What follows belongs to an exercise in optimizing a design on an open flow for small area; a production flow would make more cautious choices. Where RTL was checked, it was by simulation tests only, not by an equivalence proof against the original. Function not checked in run 3: the RTL went through the layout flow alone. The clock cells of runs 1 and 2 come from the design's own scripts or RTL, not from TritonCTS. The flow treats the clock pin as an ideal source. Dropping or thinning the clock tree relies on that and would not hold on a real chip. No activity file was given, so power comes from the tool's default toggle rates.

==> flow/design.v <==
package memory_sub_system_param;
    localparam byte WORD_SIZE           = 32;        
    localparam integer CACHE_SIZE       = 1024;      
    localparam byte CACHE_LINE_SIZE     = 16;        
    localparam integer NUM_CACHE_LINES  = CACHE_SIZE / CACHE_LINE_SIZE;
    localparam integer MEMORY_SIZE      = 64 * 1024;     
    localparam byte ADDR_LENGTH     = $clog2(MEMORY_SIZE);       
    localparam byte INDEX_LENGTH    = $clog2(NUM_CACHE_LINES);
    localparam byte TAG_LENGTH      = $clog2(MEMORY_SIZE / CACHE_SIZE);
    localparam byte OFFSET_LENGTH   = ADDR_LENGTH - INDEX_LENGTH - TAG_LENGTH;
endpackage
import memory_sub_system_param::*;
module tag_mem #(
    parameter byte TAG_LEN          = TAG_LENGTH,
    parameter integer NUM_CACHE_L   = NUM_CACHE_LINES
    )(
    input                       clk,
    input [NUM_CACHE_L-1:0]     we_line,     
    input [NUM_CACHE_L-1:0]     we_line_n,   
    input [TAG_LEN-1:0]         tag_in,
    output logic [NUM_CACHE_L-1:0][TAG_LEN-1:0] tag_memory
    );
    logic [NUM_CACHE_L-1:0][TAG_LEN-1:0] nxt;
    for (genvar i = 0; i < NUM_CACHE_L; i++) begin : g_line
        for (genvar b = 0; b < TAG_LEN; b++) begin : g_bit
            hold_cell hc (.we(we_line[i]), .we_n(we_line_n[i]), .d(tag_in[b]), .q(tag_memory[i][b]), .nxt(nxt[i][b]));
        end
    end
    always_ff @(posedge clk)
        tag_memory <= nxt;
endmodule
import memory_sub_system_param::*;
module valid_mem #(
    parameter integer NUM_CACHE_L   = NUM_CACHE_LINES
    )(
    input                       clk,
    input                       resetn,
    input [NUM_CACHE_L-1:0]     we_line,     
    output logic [NUM_CACHE_L-1:0] valid_memory
    );
    logic [NUM_CACHE_L-1:0] nxt;
    for (genvar i = 0; i < NUM_CACHE_L; i++) begin : g_line
        valid_cell vc (.resetn(resetn), .we(we_line[i]), .q(valid_memory[i]), .nxt(nxt[i]));
    end
    always_ff @(posedge clk)
        valid_memory <= nxt;
endmodule
module valid_cell (
    input  resetn,
    input  we,
    input  q,
    output nxt
    );
    assign nxt = resetn & (q | we);
endmodule
import memory_sub_system_param::*;
module cache #(
    parameter integer NUM_CACHE_L   = NUM_CACHE_LINES,
    parameter integer CACHE_L_SIZE  = CACHE_LINE_SIZE,
    parameter integer HALF          = 11
    )(
    input                       clk,
    input [NUM_CACHE_L-1:0]     we_lo,       
    input [NUM_CACHE_L-1:0]     we_hi,       
    input [NUM_CACHE_L-1:0]     we_line_n,   
    input [CACHE_L_SIZE-1:0]    din,
    output logic [NUM_CACHE_L-1:0][CACHE_L_SIZE-1:0] cache_memory
    );
    logic [NUM_CACHE_L-1:0][CACHE_L_SIZE-1:0] nxt;
    for (genvar i = 0; i < NUM_CACHE_L; i++) begin : g_line
        for (genvar b = 0; b < CACHE_L_SIZE; b++) begin : g_bit
            wire we = (b < HALF) ? we_lo[i] : we_hi[i];
            hold_cell hc (.we(we), .we_n(we_line_n[i]), .d(din[b]), .q(cache_memory[i][b]), .nxt(nxt[i][b]));
        end
    end
    always_ff @(posedge clk)
        cache_memory <= nxt;
endmodule
module hold_cell (
    input  we,
    input  we_n,
    input  d,
    input  q,
    output nxt
    );
    assign nxt = (we & d) | (we_n & q);
endmodule
import memory_sub_system_param::*;
module dm_cache (
    input                       clk,
    input                       resetn,
    input                       write,
    input                       select,
    input  [INDEX_LENGTH-1:0]   index,
    input  [TAG_LENGTH-1:0]     tag_in,
    input  [CACHE_LINE_SIZE-1:0] mem_write,
    input  [CACHE_LINE_SIZE-1:0] mem_read,
    output logic [CACHE_LINE_SIZE-1:0] dout,
    output logic [TAG_LENGTH-1:0]     tag_out,
    output logic                      valid_out
    );
    localparam integer N = NUM_CACHE_LINES;
    localparam integer W = CACHE_LINE_SIZE + TAG_LENGTH + 1;    
    wire [5:0] ix_n;
    for (genvar k = 0; k < 6; k++) begin : g_inv
        inv1 u (.a(index[k]), .y(ix_n[k]));
    end
    wire wr_n, wr;
    nand2 u_wrn (.a(resetn), .b(write), .y(wr_n));
    inv1  u_wr  (.a(wr_n), .y(wr));
    wire [3:0] pa, pb, pc, pc_n, pcw, pcw_n;
    for (genvar k = 0; k < 4; k++) begin : g_pre
        nor2  ua (.a(k[0] ? ix_n[0] : index[0]), .b(k[1] ? ix_n[1] : index[1]), .y(pa[k]));
        nor2  ub (.a(k[0] ? ix_n[2] : index[2]), .b(k[1] ? ix_n[3] : index[3]), .y(pb[k]));
        nor2  uc (.a(k[0] ? ix_n[4] : index[4]), .b(k[1] ? ix_n[5] : index[5]), .y(pc[k]));
        nand2 ucn (.a(k[0] ? index[4] : ix_n[4]), .b(k[1] ? index[5] : ix_n[5]), .y(pc_n[k]));
        nand2 uwn (.a(pc[k]), .b(wr), .y(pcw_n[k]));
        nor2  uw  (.a(pc_n[k]), .b(wr_n), .y(pcw[k]));
    end
    wire [15:0] ab, ab_n;
    for (genvar j = 0; j < 16; j++) begin : g_ab
        nand2 un (.a(pa[j%4]), .b(pb[j/4]), .y(ab_n[j]));
        inv1  ui (.a(ab_n[j]), .y(ab[j]));
    end
    localparam integer HALF = 11;    
    logic [N-1:0] line_lo, line_hi, we_lo, we_hi, we_line_n;
    for (genvar i = 0; i < N; i++) begin : g_dec
        nor2  ul0 (.a(ab_n[i%16]), .b(pc_n[i/16]),  .y(line_lo[i]));
        nor2  ul1 (.a(ab_n[i%16]), .b(pc_n[i/16]),  .y(line_hi[i]));
        nor2  uw0 (.a(ab_n[i%16]), .b(pcw_n[i/16]), .y(we_lo[i]));
        nor2  uw1 (.a(ab_n[i%16]), .b(pcw_n[i/16]), .y(we_hi[i]));
        nand2 un  (.a(ab[i%16]),   .b(pcw[i/16]),   .y(we_line_n[i]));
    end
    logic [N-1:0][CACHE_LINE_SIZE-1:0] cache_memory;
    logic [N-1:0][TAG_LENGTH-1:0] tag_memory;
    logic [N-1:0]               valid_memory;
    cache c0 (
        .clk(clk),
        .we_lo(we_lo),
        .we_hi(we_hi),
        .we_line_n(we_line_n),
        .din(select ? mem_read : mem_write),
        .cache_memory(cache_memory)
    );
    tag_mem tm0 (
        .clk(clk),
        .we_line(we_hi),
        .we_line_n(we_line_n),
        .tag_in(tag_in),
        .tag_memory(tag_memory)
    );
    valid_mem vm0 (
        .clk(clk),
        .resetn(resetn),
        .we_line(we_hi),
        .valid_memory(valid_memory)
    );
    logic [W-1:0] orn;           
    for (genvar b = 0; b < W; b++) begin : g_col
        logic [N-1:0] col;
        for (genvar i = 0; i < N; i++) begin : g_row
            if (b < CACHE_LINE_SIZE)                 assign col[i] = cache_memory[i][b];
            else if (b < CACHE_LINE_SIZE+TAG_LENGTH) assign col[i] = tag_memory[i][b-CACHE_LINE_SIZE];
            else                                     assign col[i] = valid_memory[i];
        end
        logic [5:0] part;
        logic [2:0] m;
        wire [N-1:0] sel = (b < HALF) ? line_lo : line_hi;
        read_col rc (.sel(sel), .col(col), .part(part));
        for (genvar k = 0; k < 3; k++) begin : g_m
            nor2 u (.a(part[2*k]), .b(part[2*k+1]), .y(m[k]));
        end
        and3 u_orn (.a(m[0]), .b(m[1]), .c(m[2]), .y(orn[b]));
    end
    wire v, v_n;                 
    assign v_n = orn[W-1];
    inv1 u_v (.a(v_n), .y(v));
    logic [W-2:0] rd;            
    for (genvar b = 0; b < W-1; b++) begin : g_mask
        nor2 u (.a(orn[b]), .b(v_n), .y(rd[b]));
    end
    always_ff @(posedge clk)
        if (resetn && !write) begin
            dout      <= rd[CACHE_LINE_SIZE-1:0];
            tag_out   <= rd[W-2:CACHE_LINE_SIZE];
            valid_out <= v;
        end
endmodule
module read_col (
    input  [63:0] sel,
    input  [63:0] col,
    output [5:0]  part
    );
    logic [21:0] n;      
    for (genvar k = 0; k < 21; k++) begin : g_aoi
        aoi222 a (.a0(sel[3*k]), .b0(col[3*k]), .a1(sel[3*k+1]), .b1(col[3*k+1]),
                  .a2(sel[3*k+2]), .b2(col[3*k+2]), .y(n[k]));
    end
    nand2 n63 (.a(sel[63]), .b(col[63]), .y(n[21]));
    for (genvar j = 0; j < 5; j++) begin : g_nand
        nand4 g (.a(n[4*j]), .b(n[4*j+1]), .c(n[4*j+2]), .d(n[4*j+3]), .y(part[j]));
    end
    nand2 n5 (.a(n[20]), .b(n[21]), .y(part[5]));
endmodule
module aoi222 (
    input  a0, b0, a1, b1, a2, b2,
    output y
    );
    assign y = ~((a0 & b0) | (a1 & b1) | (a2 & b2));
endmodule
module nand4 (
    input  a, b, c, d,
    output y
    );
    assign y = ~(a & b & c & d);
endmodule
module nand2 (
    input  a, b,
    output y
    );
    assign y = ~(a & b);
endmodule
module nor2 (
    input  a, b,
    output y
    );
    assign y = ~(a | b);
endmodule
module and3 (
    input  a, b, c,
    output y
    );
    assign y = a & b & c;
endmodule
module inv1 (
    input  a,
    output y
    );
    assign y = ~a;
endmodule
==> flow/flow/run.sh <==
#!/bin/bash
# The standard layout (standard.sh: the standard flow's synthesis and ORFS flow), with two changes:
#  - port buffers use the smallest buffer cell instead of clkdlybuf4s50_1;
#  - the clock tree is built by flow/clock_tree.tcl (a balanced three-stage tree over a
#    recursive bisection of the registers' placement) in place of TritonCTS.
# make's full output goes to finish.log; each ORFS step keeps its own log under orfs/logs/.
set -euo pipefail
here=$(pwd)
bash standard.sh finish \
  "BUFFER_PORTS_ARGS=-buffer_cell sky130_fd_sc_hd__buf_1" \
  "PRE_CTS_TCL=$here/flow/clock_tree.tcl" \
  > finish.log 2>&1
==> flow/flow/clock_tree.tcl <==
# Builds the clock tree in place of TritonCTS (sourced as PRE_CTS_TCL by ORFS's cts.tcl).
# The clock sinks are split by recursive bisection of their placement. Each level of the
# tree is a bisection depth with one buffer (or inverter) per group at that depth, placed
# at the centre of the group's sinks; a group's buffer drives the buffers of its subgroups
# at the next level, and the last level drives the sinks. Every sink sits behind the same
# number of stages, with an even number of inverters. clock_tree_synthesis is then replaced
# by a no-op so the rest of cts.tcl (legalisation, timing repair) runs as usual.

# {bisection depth, cell} per level, root first
if { ![info exists ::clock_tree_levels] } {
  set ::clock_tree_levels {
    {0 sky130_fd_sc_hd__inv_16}
    {3 sky130_fd_sc_hd__clkbuf_16}
    {6 sky130_fd_sc_hd__inv_12}
  }
}

set block [ord::get_db_block]
set clk_port_net [[$block findBTerm clk] getNet]

set sinks {}
foreach it [$clk_port_net getITerms] {
  set bb [[$it getInst] getBBox]
  lappend sinks [list [expr {([$bb xMin] + [$bb xMax]) / 2}] [expr {([$bb yMin] + [$bb yMax]) / 2}] $it]
}
puts "clock_tree: [llength $sinks] sinks"

proc ct_bisect { items depth } {
  if { $depth == 0 || [llength $items] < 2 } { return [list $items] }
  set xs [lmap s $items { lindex $s 0 }]
  set ys [lmap s $items { lindex $s 1 }]
  set dx [expr {[tcl::mathfunc::max {*}$xs] - [tcl::mathfunc::min {*}$xs]}]
  set dy [expr {[tcl::mathfunc::max {*}$ys] - [tcl::mathfunc::min {*}$ys]}]
  set sorted [lsort -integer -index [expr {$dx >= $dy ? 0 : 1}] $items]
  set h [expr {[llength $sorted] / 2}]
  return [concat [ct_bisect [lrange $sorted 0 [expr {$h - 1}]] [expr {$depth - 1}]] \
                 [ct_bisect [lrange $sorted $h end] [expr {$depth - 1}]]]
}

proc ct_centre { items } {
  set sx 0; set sy 0
  foreach s $items { set sx [expr {$sx + [lindex $s 0]}]; set sy [expr {$sy + [lindex $s 1]}] }
  return [list [expr {$sx / [llength $items]}] [expr {$sy / [llength $items]}]]
}

# a new cell with its centre at (x, y), input on in_net, output on a new clock net
proc ct_add { name master_name x y in_net } {
  set block [ord::get_db_block]
  set master [[ord::get_db] findMaster $master_name]
  set inst [odb::dbInst_create $block $master $name]
  $inst setLocation [expr {$x - [$master getWidth] / 2}] [expr {$y - [$master getHeight] / 2}]
  $inst setPlacementStatus PLACED
  set out_net [odb::dbNet_create $block "${name}_net"]
  $out_net setSigType CLOCK
  foreach it [$inst getITerms] {
    set mt [$it getMTerm]
    if { [$mt getSigType] ne "SIGNAL" } { continue }
    if { [$mt getIoType] eq "INPUT" } { $it connect $in_net } else { $it connect $out_net }
  }
  return $out_net
}

# build the subtree for group items at level lv, fed by net in_net
proc ct_build { items lv in_net name } {
  lassign [lindex $::clock_tree_levels $lv] depth master
  set out [ct_add $name $master {*}[ct_centre $items] $in_net]
  if { $lv == [llength $::clock_tree_levels] - 1 } {
    foreach s $items { [lindex $s 2] connect $out }
    return 1
  }
  set next_depth [lindex [lindex $::clock_tree_levels [expr {$lv + 1}]] 0]
  set n 1
  set k 0
  foreach g [ct_bisect $items [expr {$next_depth - $depth}]] {
    incr n [ct_build $g [expr {$lv + 1}] $out "${name}_$k"]
    incr k
  }
  return $n
}

foreach s $sinks { [lindex $s 2] disconnect }
set n [ct_build $sinks 0 $clk_port_net clkt]
$clk_port_net setSigType CLOCK
puts "clock_tree: $n cells"

set_propagated_clock [all_clocks]

# the tree is built: skip TritonCTS, and keep repair_clock_inverters from cloning the
# tree's inverters at every register
rename clock_tree_synthesis __unused_clock_tree_synthesis
proc clock_tree_synthesis { args } { puts "clock_tree: TritonCTS skipped" }
rename repair_clock_inverters __unused_repair_clock_inverters
proc repair_clock_inverters { args } { puts "clock_tree: repair_clock_inverters skipped" }
==> flow/standard.sh <==
#!/bin/bash
# synth_recipe.tcl (not shown) runs the flow's synth.tcl, then flattens the netlist and writes it again
# the make line also repeats each setting of config.mk as NAME=value (left out here)
make -C /OpenROAD-flow-scripts/flow DESIGN_CONFIG=/design/flow/config.mk WORK_HOME=/design/flow/orfs CLKGATE_MAP_FILE= SYNTH_SCRIPT=/design/flow/synth_recipe.tcl "${@:-finish}"
==> flow/config.mk <==
export PLATFORM = sky130hd
export DESIGN_NAME = dm_cache
export DESIGN_NICKNAME = dm_cache
export VERILOG_FILES = /design/flow/design.v
export SDC_FILE = /design/flow/constraint.sdc
export NUM_CORES = 4
export LEC_CHECK = 0
export CAP_MARGIN = 20
export CORE_MARGIN = 2
export CORE_UTILIZATION = 70
export PLACE_DENSITY = 0.75
export SLEW_MARGIN = 20
export SYNTH_HIERARCHICAL = 1
export SYNTH_MINIMUM_KEEP_SIZE = 0
==> flow/constraint.sdc <==
create_clock -name core_clock -period 6.0 [get_ports {clk}]
set_input_delay 1.2000 -clock core_clock [delete_from_list [all_inputs] [get_ports {clk}]]
set_output_delay 1.2000 -clock core_clock [all_outputs]
set_load 0.01 [all_outputs]
==> flow_summary_export.csv, run 1 <==
group,metric,value,unit
status,status,"complete, no violations",
setup_path,cp.arrival,4880,ps
run,maxCapViolations,0,
setup_path,worstPathCellList,"buf_1 -> inv_1 -> nand2_1 -> nor2_1 -> a222oi_1 -> nand4_1 -> nor2_1 -> and3_1 -> nor2_1",
logic_synthesis,synth_fp_nets,4177,
clocking,holdBufCountCts,0,
logic_synthesis,netlist_instances,4129,
drt,drc,0,
setup_path,critical_path_required,6220,ps
clocking,postCtsSetupBuffers,0,
cells_and_area,drive_gt1_share,3.96,%
global_route,grt_max_degree,65,
logic_synthesis,ys_seq_area_share,59.3,%
setup_path,reg2reg_to,"tag_out[0]",
cells_and_area,layout_commonest_cell,"dfxtp_1",
placement,dp_hpwl,111,mm
setup_path,r2r-start,"vm0.valid_memory[36]",
floorplan,design.portCount,71,
drt,first_iter_violations,9208,
logic_synthesis,syn_area,50900,um2
cells_and_area,final_cell_mix,"dfxtp_1, a22o_1, a222oi_1, nor2_1, nand2_1",
logic_synthesis,syn_avg_cell_area,12.3,um2
sta,timing.max_slew.rel_slack,21.1,%
cells_and_area,utilization,75.5,%
cells_and_area,area_growth,6.42,%
drt,wl_per_cell,32.9,um
sta,setup_viol,0,
clocking,path_clk_slew,100,ps
drt,wl,175,mm
global_route,track_usage,44.3,%
sta,skew,20.4,ps
logic_synthesis,synth_cell_type_count,15,
setup_path,crit_path_max_incr_delay,810,ps
setup_path,endpoint,"tag_out[0]",
global_route,grt_pass1_vias,39000,
setup_path,rrSetupSlack,3480,ps
sta,post-route-period-util,77.6,%
floorplan,core,71700,um2
clocking,cts.repair.resized,0,
setup_path,rr_worst_depth,6,
drt,vias,43400,
logic_synthesis,ys_seq_elements,1495,
placement,portBuffers,70,
setup_path,cp_top_family,"simple AND/OR/NAND/NOR gates",
logic_synthesis,synth_warnings,10,
power_and_ir_drop,peakVddDrop,0.000305,V
drt,postRouteAntennaNets,0,
sta,tightest_slew,1180,ps
floorplan,die-height,274,um
drt,firstDrtPassIters,10,
setup_path,cp_num_buf_inv,2,
power_and_ir_drop,p_leak,0.0206,uW
cells_and_area,nets,4394,
power_and_ir_drop,power_density,316,nW/um2
global_route,grt_overflow_total,0,
setup_path,critical_path.most_common_cell,"nor2_1",
sta,tns,0,ps
sta,rsz0062_at_grt,"false",
floorplan,start_util,70.9,%
setup_path,worstSetupStartpoint,"index[4]",
setup_path,cp-end-kind,"flip-flop",
setup_path,path_max_fanout,22,
setup_path,critical_path_class,"input pin to flip-flop",
sta,slew_viol_final,0,
hold_path,min_path_type,"flip-flop to flip-flop",
global_route,antenna_found_initial,6,
clocking,worstSkewPairLatency,490,ps
setup_path,cp_slowest_cell,"nand2_1",
sta,fmax,215,MHz
floorplan,die_w,274,um
sta,min_period,4650,ps
floorplan,die_area,74900,um2
drt,drt-vias-per-instance,8.20,
sta,hold_viol,0,
placement,globalplace.congestion,1.03,
global_route,grt_pass1_wl,256,mm
setup_path,path_depth,9,
setup_path,worstSetupStartpointType,"input pin",
floorplan,rows,98,
==> registers in the layout, summed over array words and instances (netlist names) <==
name,cells
c0.cache_memory,1024
tm0.tag_memory,384
vm0.valid_memory,64
dout,16
tag_out,6
valid_out,1
==> routing by layer <==
layer | global-route usage [%] | part of all wire [%] | wire length, um
met1 | 64.3 | 38 | 66400
met4 | 20.7 | 5.9 | 10400
met2 | 63.2 | 41 | 72000
met5 | 0 | 0.0074 | 13
met3 | 9.33 | 15 | 25700
==> Yosys stat by module (local to each module, per instance), excerpt <==
module     cells inside  cell area (um2)
valid_mem            64             1280
nor2                  1             3.75
inv1                  1             3.75
hold_cell             1             8.76
dm_cache             42              946
and3                  1             6.26
==> Yosys cell counts, drive strengths merged <==
library cell	number	area (um2)
dfxtp	1472	29500
a22o	1408	12300
a222oi	483	4830
nor2	363	1360
nand2	135	507
nand4	115	719
o21a	64	480
inv	24	90.1
and3	23	144
edfxtp	23	691
mux2	16	218
buf	2	31.3
nor2b	1	6.26
==> report_power, final <==
group	internal, uW	total, uW	switching (uW)
logic	619	1350	734
clock network	790	4480	3690
registers	10800	11300	513
total	12200	17100	4940
==> kinds of logic (layout without fill, tap and decap cells) <==
group / Yosys count / count (layout) / share of synthesized area (%)
mux: 16 / 16 / 0.428
compound gates: 1955 / 1955 / 34.7
other cells: 0 / 3 / 0
simple gates: 637 / 637 / 5.38
buf+inv: 26 / 241 / 0.239
flops: 1495 / 1495 / 59.3
==> how the worst min path moves through the flow <==
stage	startpoint	endpoint	slack (ps)	cells past startpoint
after global placement	vm0.valid_memory[0]	vm0.valid_memory[0]	430	1
after global routing	vm0.valid_memory[34]	vm0.valid_memory[34]	470	1
final	vm0.valid_memory[25]	vm0.valid_memory[25]	470	1
after floorplan	vm0.valid_memory[0]	vm0.valid_memory[0]	430	1
after detailed placement	vm0.valid_memory[54]	vm0.valid_memory[54]	440	1
after CTS	vm0.valid_memory[54]	vm0.valid_memory[54]	460	1
==> through the flow <==
step / total power, uW / cell area [um2] / setup slack, ps / hold slack (ps) / instances
final: 17100 / 54200 / 1350 / 466 / 5297
after global routing: 17600 / 54100 / 1410 / 472 / 5294
after CTS: 17000 / 54100 / 1640 / 462 / 5293
after detailed placement: 12800 / 52900 / 1170 / 440 / 5220
after global placement: 12700 / 52900 / 1160 / 434 / 5220
after floorplan: 12200 / 50900 / 2450 / 427 / 4129
==> area by class of cell <==
class | instances | area (um2)
inverters | 89 | 1150
fillers | 4908 | 17600
flip-flops and latches | 1495 | 30200
repair buffers | 144 | 827
diodes | 3 | 7.51
plain buffers | 8 | 200
multi-input cells | 2608 | 20600
well taps | 950 | 1190
==> run 2: changes to the inputs <==
--- a/flow/config.mk
+++ b/flow/config.mk
@@ -7,8 +7,8 @@
 export LEC_CHECK = 0
 export CAP_MARGIN = 20
 export CORE_MARGIN = 2
-export CORE_UTILIZATION = 70
-export PLACE_DENSITY = 0.75
+export CORE_UTILIZATION = 78
+export PLACE_DENSITY = 0.82
 export SLEW_MARGIN = 20
 export SYNTH_HIERARCHICAL = 1
 export SYNTH_MINIMUM_KEEP_SIZE = 0
==> flow_summary_export.csv, run 2 <==
group,metric,value,unit
drt,postRouteAntennaNets,0,
global_route,grt_max_degree,65,
setup_path,cp_num_buf_inv,4,
drt,wl_per_cell,34.0,um
setup_path,crit_path_max_incr_delay,620,ps
clocking,postCtsSetupBuffers,0,
clocking,path_clk_slew,100,ps
floorplan,design.portCount,71,
logic_synthesis,synth_cell_type_count,15,
logic_synthesis,yosysTopAreaCellShare,57.9,%
clocking,cts.repair.resized,0,
setup_path,worstPathCellList,"buf_1 -> inv_1 -> nand2_1 -> buf_4 -> nor2_1 -> a222oi_1 -> nand4_1 -> nor2_1 -> and3_1 -> buf_4 -> nor2_1",
setup_path,critical_path_class,"input pin to flip-flop",
setup_path,critical_path.most_common_cell,"nor2_1",
run,maxCapViolations,0,
drt,vias,44500,
floorplan,core,64500,um2
cells_and_area,drive_gt1_share,3.56,%
global_route,grt_overflow_total,0,
sta,slew_viol_final,0,
cells_and_area,layout_commonest_cell,"dfxtp_1",
cells_and_area,largest_reg_flops,1024,
cells_and_area,area_growth,5.91,%
drt,drt-vias-per-instance,8.59,
logic_synthesis,ys_seq_area_share,59.3,%
global_route,antenna_found_initial,8,
sta,tightest_slew,1200,ps
global_route,track_usage,49.6,%
sta,rsz0062_at_grt,"false",
sta,tns,0,ps
placement,place_area,52600,um2
logic_synthesis,synth-edff-count,23,
placement,globalplace.congestion,1.05,
clocking,holdBufCountCts,0,
placement,dp_hpwl,109,mm
setup_path,cp_top_family,"simple AND/OR/NAND/NOR gates",
setup_path,cp_slowest_cell,"nand2_1",
floorplan,die_area,67300,um2
logic_synthesis,netlist_instances,4129,
clocking,worstSkewPairLatency,490,ps
floorplan,die-height,259,um
floorplan,rows,93,
logic_synthesis,synth_fp_nets,4177,
drt,drc,0,
status,status,"complete, no violations",
drt,wl,176,mm
sta,setup_viol,0,
cells_and_area,utilization,83.6,%
logic_synthesis,synth_area_leaders,"dfxtp_1, a22o_1, a222oi_1",
logic_synthesis,synth_top_area_cell,"dfxtp_1",
sta,fmax,223,MHz
setup_path,worstSetupStartpointType,"input pin",
sta,hold_viol,0,
setup_path,cp-end-kind,"flip-flop",
power_and_ir_drop,p_leak,0.0205,uW
global_route,grt_pass1_wl,258,mm
floorplan,die_w,259,um
power_and_ir_drop,peakVddDrop,0.000298,V
logic_synthesis,postSynth.asyncResetShare,0,%
setup_path,cp.arrival,4730,ps
global_route,top_usage_layer,"met2",
sta,timing.max_slew.rel_slack,19.4,%
logic_synthesis,synth_flop_cell,"dfxtp_1",
cells_and_area,nets,4373,
sta,post-route-period-util,74.8,%
hold_path,min_path_type,"flip-flop to flip-flop",
logic_synthesis,synth_common_cells,"dfxtp_1, a22o_1, a222oi_1, nor2_1, nand2_1",
logic_synthesis,ys_seq_elements,1495,
floorplan,start_util,78.9,%
drt,first_iter_violations,10600,
cells_and_area,final_cell_mix,"dfxtp_1, a22o_1, a222oi_1, nor2_1, nand2_1",
global_route,use_met2,68.8,%
sta,skew,22.7,ps
global_route,use_met3,16.1,%
drt,firstDrtPassIters,12,
setup_path,critical_path_required,6240,ps
sta,min_period,4490,ps
logic_synthesis,syn_area,50900,um2
logic_synthesis,syn_avg_cell_area,12.3,um2
logic_synthesis,synth_warnings,10,
global_route,grt_pass1_vias,40100,
cells_and_area,design_area,53900,um2
setup_path,path_max_fanout,23,
placement,portBuffers,70,
global_route,grtUsageMet1,68.4,%
logic_synthesis,synth_most_common_cell,"dfxtp_1",
cells_and_area,nFillCells,3663,
power_and_ir_drop,power_density,318,nW/um2
==> run 2: stage by stage <==
step,setup slack (ps),hold slack [ps],instances,total power (uW)
after global placement,1160,434,5103,12700
after detailed placement,1200,442,5103,12800
final,1510,464,5181,17100
after floorplan,2450,427,4129,12200
after CTS,1700,463,5176,17000
after global routing,1520,474,5179,17500
==> run 2: final timing paths <==
check	from	endpoint	slack, ps	cells after the start
worst min register to register	vm0.valid_memory[46]	vm0.valid_memory[46]	460	1
worst max register to register	vm0.valid_memory[6]	tag_out[5]	3510	6
worst min-delay path	vm0.valid_memory[46]	vm0.valid_memory[46]	460	1
worst max-delay path	index[5]	tag_out[5]	1510	11
==> run 2: logic make-up after synthesis <==
logic type | count (synthesis) | share of synthesized area [%]
AOI/OAI and AO/OA | 1955 | 34.7
buffers and inverters | 26 | 0.239
DFF | 1495 | 59.3
muxes | 16 | 0.428
and+or+nand+nor | 637 | 5.38
==> run 2: area by class of cell <==
class	instances	area, um2	share of cell area [%]
antenna	3	7.51	0.0139
inverter	89	1150	2.14
sequential	1495	30200	56.0
buffer	8	200	0.371
multi-input combinational	2608	20600	38.3
tap	855	1070	1.99
timing repair buffer	123	683	1.27
==> run 2: power by group <==
part	internal (uW)	leakage [uW]	switching, uW
sequential	10800	0.0122	516
clock	790	0.000575	3680
combinational	618	0.00769	752
total	12200	0.0205	4950
==> run 2: modules after synthesis (local to each module, per instance), excerpt <==
module | copies in the design | flops+latches | cell area [um2] | cells
cache | 1 | 1024 | 20500 | 1024
tag_mem | 1 | 384 | 7690 | 384
valid_mem | 1 | 64 | 1280 | 64
dm_cache | 1 | 23 | 946 | 42
aoi222 | 483 | 0 | 10.0 | 1
hold_cell | 1408 | 0 | 8.76 | 1
valid_cell | 64 | 0 | 7.51 | 1
and3 | 23 | 0 | 6.26 | 1
nand4 | 115 | 0 | 6.26 | 1
inv1 | 24 | 0 | 3.75 | 1
nand2 | 135 | 0 | 3.75 | 1
nor2 | 363 | 0 | 3.75 | 1
==> run 2: per-layer routing <==
| layer | share of wire [%] | vias to the layer above |
|---|---|---|
| met2 | 40 | 4421 |
| met1 | 35 | 21200 |
| li1 | - | 18000 |
| met5 | 0.017 | - |
| met4 | 7.5 | 6 |
| met3 | 17 | 892 |
==> run 3: changes to the inputs <==
==> flow/design.v (replaced) <==
package memory_sub_system_param;
    localparam byte WORD_SIZE           = 32;        
    localparam integer CACHE_SIZE       = 1024;      
    localparam byte CACHE_LINE_SIZE     = 16;        
    localparam integer NUM_CACHE_LINES  = CACHE_SIZE / CACHE_LINE_SIZE;
    localparam integer MEMORY_SIZE      = 64 * 1024;     
    localparam byte ADDR_LENGTH     = $clog2(MEMORY_SIZE);       
    localparam byte INDEX_LENGTH    = $clog2(NUM_CACHE_LINES);
    localparam byte TAG_LENGTH      = $clog2(MEMORY_SIZE / CACHE_SIZE);
    localparam byte OFFSET_LENGTH   = ADDR_LENGTH - INDEX_LENGTH - TAG_LENGTH;
endpackage
import memory_sub_system_param::*;
module tag_mem #(
    parameter byte INDEX_LEN        = INDEX_LENGTH,
    parameter byte TAG_LEN          = TAG_LENGTH,
    parameter integer NUM_CACHE_L   = NUM_CACHE_LINES
    )(
    input                       clk,   
    input                       resetn,  
    input                       write,
    input [INDEX_LEN-1:0]       index,
    input [TAG_LEN-1:0]         tag_in,
    output logic [TAG_LEN-1:0]  tag_out
    );
    logic [NUM_CACHE_L-1:0][TAG_LEN-1:0] tag_memory;
    always_ff @(posedge clk)
    begin
        if (!resetn) begin       
            tag_memory = 0;
        end
        else begin
            if (write) begin
                tag_memory[index] = tag_in;
            end
            else begin
                tag_out = tag_memory[index];
            end
        end
    end
endmodule
import memory_sub_system_param::*;
module valid_mem #(
    parameter byte INDEX_LEN        = INDEX_LENGTH,
    parameter byte TAG_LEN          = TAG_LENGTH,
    parameter integer NUM_CACHE_L   = NUM_CACHE_LINES
    )(
    input                       clk,   
    input                       resetn,  
    input                       write,
    input [INDEX_LEN-1:0]    index,
    output logic                valid_out
    );
    logic [NUM_CACHE_L-1:0]     valid_memory;
    always_ff @(posedge clk)
    begin
        if (!resetn) begin       
            valid_memory = 0;
        end
        else begin
            if (write) begin
                valid_memory[index] = 1'b1;
            end
            else begin
                valid_out = valid_memory[index];
            end
        end
    end
endmodule
import memory_sub_system_param::*;
module cache #(
    parameter byte INDEX_LEN        = INDEX_LENGTH,
    parameter byte OFFSET_LEN       = OFFSET_LENGTH,
    parameter byte WORD_S           = WORD_SIZE,
    parameter integer NUM_CACHE_L   = NUM_CACHE_LINES,
    parameter integer CACHE_L_SIZE  = CACHE_LINE_SIZE
    )(
    input                       clk,   
    input                       resetn,  
    input                       select,
    input                       write,
    input [INDEX_LEN-1:0]       index,
    input [OFFSET_LEN-1:0]      offset,
    input [WORD_S-1:0]          mem_write,
    input [CACHE_L_SIZE-1:0]    mem_read,
    output logic [CACHE_L_SIZE-1:0] dout
    );
    logic [NUM_CACHE_L-1:0][CACHE_L_SIZE-1:0] cache_memory;
    always_ff @(posedge clk)
    begin
        if (!resetn) begin       
            cache_memory = 0;
        end
        else begin
            if (write) begin
                if (select) begin
                    cache_memory[index] = mem_read;      
                end
                else begin
                    cache_memory[index] = mem_write[CACHE_L_SIZE-1:0];     
                end
            end
            else begin
                dout = cache_memory[index];
            end
        end
    end
endmodule
import memory_sub_system_param::*;
module dm_cache (
    input                       clk,
    input                       resetn,
    input                       write,
    input                       select,
    input  [INDEX_LENGTH-1:0]   index,
    input  [TAG_LENGTH-1:0]     tag_in,
    input  [CACHE_LINE_SIZE-1:0] mem_write,
    input  [CACHE_LINE_SIZE-1:0] mem_read,
    output [CACHE_LINE_SIZE-1:0] dout,
    output [TAG_LENGTH-1:0]     tag_out,
    output                      valid_out
    );
    cache c0 (
        .clk(clk),
        .resetn(resetn),
        .select(select),
        .write(write),
        .index(index),
        .offset('0),
        .mem_write({{(WORD_SIZE-CACHE_LINE_SIZE){1'b0}}, mem_write}),
        .mem_read(mem_read),
        .dout(dout)
    );
    tag_mem tm0 (
        .clk(clk),
        .resetn(resetn),
        .write(write),
        .index(index),
        .tag_in(tag_in),
        .tag_out(tag_out)
    );
    valid_mem vm0 (
        .clk(clk),
        .resetn(resetn),
        .write(write),
        .index(index),
        .valid_out(valid_out)
    );
endmodule
==> flow/run.sh (new file) <==
#!/bin/bash
# synth_recipe.tcl (not shown) runs the flow's synth.tcl, then flattens the netlist and writes it again
# the make line also repeats each setting of config.mk as NAME=value (left out here)
make -C /OpenROAD-flow-scripts/flow DESIGN_CONFIG=/design/flow/config.mk WORK_HOME=/design/flow/orfs CLKGATE_MAP_FILE= SYNTH_SCRIPT=/design/flow/synth_recipe.tcl finish
--- a/flow/config.mk
+++ b/flow/config.mk
@@ -7,8 +7,5 @@
 export LEC_CHECK = 0
 export CAP_MARGIN = 20
 export CORE_MARGIN = 2
-export CORE_UTILIZATION = 78
-export PLACE_DENSITY = 0.82
+export CORE_UTILIZATION = 35
 export SLEW_MARGIN = 20
-export SYNTH_HIERARCHICAL = 1
-export SYNTH_MINIMUM_KEEP_SIZE = 0
removed: flow/flow/run.sh
removed: flow/flow/clock_tree.tcl
removed: flow/standard.sh
==> flow_summary_export.csv, run 3 <==
group,metric,value,unit
drt,drc,0,
drt,postRouteAntennaNets,0,
sta,min_period,5140,ps
cells_and_area,utilization,40.3,%
cells_and_area,area_growth,14.3,%
drt,firstDrtPassIters,9,
drt,drt-vias-per-instance,6.30,
cells_and_area,final_cell_mix,"nor2_1, dfxtp_1, a22oi_1, mux4_2, nand2_1",
drt,first_iter_violations,9211,
power_and_ir_drop,p_leak,0.0252,uW
hold_path,hold_depth,2,
global_route,track_usage,27.6,%
sta,fmax,195,MHz
placement,globalplace.congestion,0.980,
cells_and_area,layout_commonest_cell,"nor2_1",
clocking,path_clk_slew,60,ps
logic_synthesis,synth-edff-count,23,
setup_path,critical_path_class,"input pin to flip-flop",
placement,portBuffers,70,
setup_path,cp-end-kind,"flip-flop",
sta,post-route-period-util,85.7,%
power_and_ir_drop,peakVddDrop,0.000314,V
sta,skew,61.2,ps
global_route,grt_overflow_total,0,
power_and_ir_drop,p_total,22700,uW
cells_and_area,nets,6747,
floorplan,design.portCount,71,
sta,timing.max_slew.rel_slack,16.6,%
logic_synthesis,synth_top_area_cell,"dfxtp_1",
floorplan,rows,158,
floorplan,start_util,35.2,%
run,maxCapViolations,0,
logic_synthesis,synth_fp_nets,6854,
logic_synthesis,synth_area_leaders,"dfxtp_1, mux4_2, a22oi_1",
placement,place_area,69400,um2
cells_and_area,design_area,74800,um2
floorplan,die_area,190000,um2
setup_path,rrSetupSlack,3560,ps
sta,hold-worst-slack,451,ps
logic_synthesis,synth_common_cells,"nor2_1, dfxtp_1, a22oi_1, clkbuf_1, mux4_2",
cells_and_area,largest_reg_flops,1024,
floorplan,die-height,436,um
sta,tightest_slew,1250,ps
logic_synthesis,yosysTopAreaCellShare,45.1,%
clocking,htreeDepth,4,
logic_synthesis,ys_seq_area_share,46.1,%
hold_path,min_path_type,"flip-flop to flip-flop",
clocking,clock_sinks,1495,
setup_path,reg2reg_to,"tm0.tag_out[5]",
clocking,clock-root-buffer,"clkbuf_16",
sta,hold_viol,0,
clocking,cts_buffer_depth,3,
logic_synthesis,syn_avg_cell_area,9.64,um2
drt,wl_per_cell,29.2,um
logic_synthesis,netlist_instances,6787,
hold_path,hp-start,"tm0.tag_memory[215]",
logic_synthesis,synth_flop_cell,"dfxtp_1",
logic_synthesis,ys_seq_elements,1495,
placement,dp_hpwl,180,mm
sta,rsz0062_at_grt,"false",
cells_and_area,nFillCells,17900,
drt,wl,272,mm
power_and_ir_drop,power_density,304,nW/um2
setup_path,rr_worst_depth,3,
global_route,grt_pass1_wl,391,mm
setup_path,worstPathCellList,"clkdlybuf4s50_1 -> inv_6 -> ha_1 -> nand3b_1 -> inv_1 -> ha_1 -> o21bai_1 -> nand2b_1 -> nor2_1 -> nand2_1 -> a22oi_1 -> nor2_1",
global_route,antenna_found_initial,27,
setup_path,crit_path_max_incr_delay,940,ps
logic_synthesis,synth_warnings,3,
sta,tns,0,ps
clocking,cts.repair.resized,0,
drt,vias,58600,
clocking,holdBufCountCts,0,
sta,setup_viol,0,
status,status,"complete, no violations",
hold_path,holdPathEnd,"tm0.tag_memory[215]",
global_route,grt_pass1_vias,54300,
clocking,numCtsBuffers,162,
logic_synthesis,syn_area,65400,um2
setup_path,cp_slowest_cell,"nor2_1",
setup_path,r2r-start,"tm0.tag_memory[173]",
clocking,postCtsSetupBuffers,0,
clocking,cts_tree,"yes",
setup_path,worstSetupStartpointType,"input pin",
setup_path,path_max_fanout,18,
logic_synthesis,synth_cell_type_count,80,
clocking,worstSkewPairLatency,850,ps
logic_synthesis,synth_most_common_cell,"nor2_1",
floorplan,die_w,436,um
global_route,grt_max_degree,224,
setup_path,cp.arrival,5840,ps
setup_path,critical_path_required,6710,ps
sta,slew_viol_final,0,
cells_and_area,drive_gt1_share,16.1,%
floorplan,core,186000,um2
logic_synthesis,postSynth.asyncResetShare,0,%
==> run 3: changes by cell type in the layout (fill, tap and decap cells not counted), sizes merged, moves of 142 or more <==
cell,previous run,this run
o21ai,0,199
nand3,0,142
nor2,363,1685
a21oi,0,277
a22o,1408,0
a222oi,483,0
mux4,0,483
buf,122,288
a22oi,0,964
clkbuf,9,243
nand2,135,454
==> run 3: how the worst max path moves through the flow <==
stage / from / endpoint / slack [ps] / cells after the start
floorplan: index[1] / tm0.tag_memory[10] / 240 / 16
global placement: index[2] / tm0.tag_memory[254] / 340 / 13
detailed placement: index[2] / c0.cache_memory[357] / 280 / 12
CTS: index[2] / c0.cache_memory[357] / 1130 / 12
global route: index[2] / c0.cache_memory[357] / 850 / 12
finish: index[2] / c0.cache_memory[357] / 860 / 12
==> run 3: logic make-up (layout without fill, tap and decap cells) <==
kind of cell             Yosys count  after routing  synth area share [%]
AO/OA/AOI/OAI                   1679           1679                  17.6
XOR/XNOR                          16             16                 0.270
buffers and inverters            640            654                  3.76
AND/OR/NAND/NOR                 2437           2437                  14.9
multiplexers                     501            501                  16.9
other                              0             12                     0
flip-flops                      1495           1495                  46.1
adder cells (fa/ha/maj)           19             19                 0.375
==> run 3: worst max-delay path, delay by kind of cell <==
family	cells	cell delay, ps
AOI/OAI and AO/OA	2	790
and+or+nand+nor	5	2540
buffers and inverters	3	830
adders and majority gates	2	440
==> run 3: metrics by stage <==
stage               setup WS (ps)  cells
floorplan                     236   6787
global placement              344   8995
detailed placement            281   8995
CTS                          1130   9280
global route                  855   9282
finish                        861   9293
==> run 3: per-layer routing <==
layer	global-route usage (%)	up-vias	share of wire [%]
li1	-	24600	-
met1	37.1	29200	39
met2	39.7	3955	42
met3	9.27	750	14
met4	13.1	18	5.3
met5	0	-	0.042
==> run 3: where the power goes <==
| group | internal [uW] | switching, uW |
|---|---|---|
| Clock | 5800 | 4340 |
| Sequential | 10000 | 44.8 |
| Combinational | 600 | 1920 |
==> run 3: final cells by class <==
type | count | area, um2 | share of cell area [%]
flip-flops and latches | 1495 | 30200 | 40.3
clock buffers | 243 | 4800 | 6.42
well taps | 2480 | 3100 | 4.15
multi-input cells | 4652 | 33000 | 44.1
repair buffers | 353 | 3050 | 4.09
diodes | 12 | 30.0 | 0.0402
inverters | 16 | 72.6 | 0.0971
clock inverters | 42 | 542 | 0.725

[static timing again, ports no longer ideal]
Ports are ideal in the flow. The routed layouts listed here were re-timed in OpenROAD. Step 1: set_driving_cell puts a clkbuf_16 on clk and a buf_2 on each other input, an assumption about the parent block. Step 2 also shifts input and output timing later by t, the mid clock arrival at the registers, as if the neighbouring blocks saw the same clock. Slacks: ideal ports / drivers / drivers and shift; pairs: ideal ports / drivers.
| run | t (ns) | setup WS [ns] | cell pins on the clock port's net |
|---|---|---|---|
| run 1 | 0.579 | 1.346 / 1.412 / 0.833 | 1 |
| run 2 | 0.585 | 1.511 / 1.574 / 0.989 | 1 |
| run 3 | 0.895 | 0.861 / 0.912 / 0.018 | 1 |
After both steps every run listed still meets setup and hold. The setup slack of run 3, which loses most, moves by +0.051 ns with the drivers and by -0.843 ns with both steps.
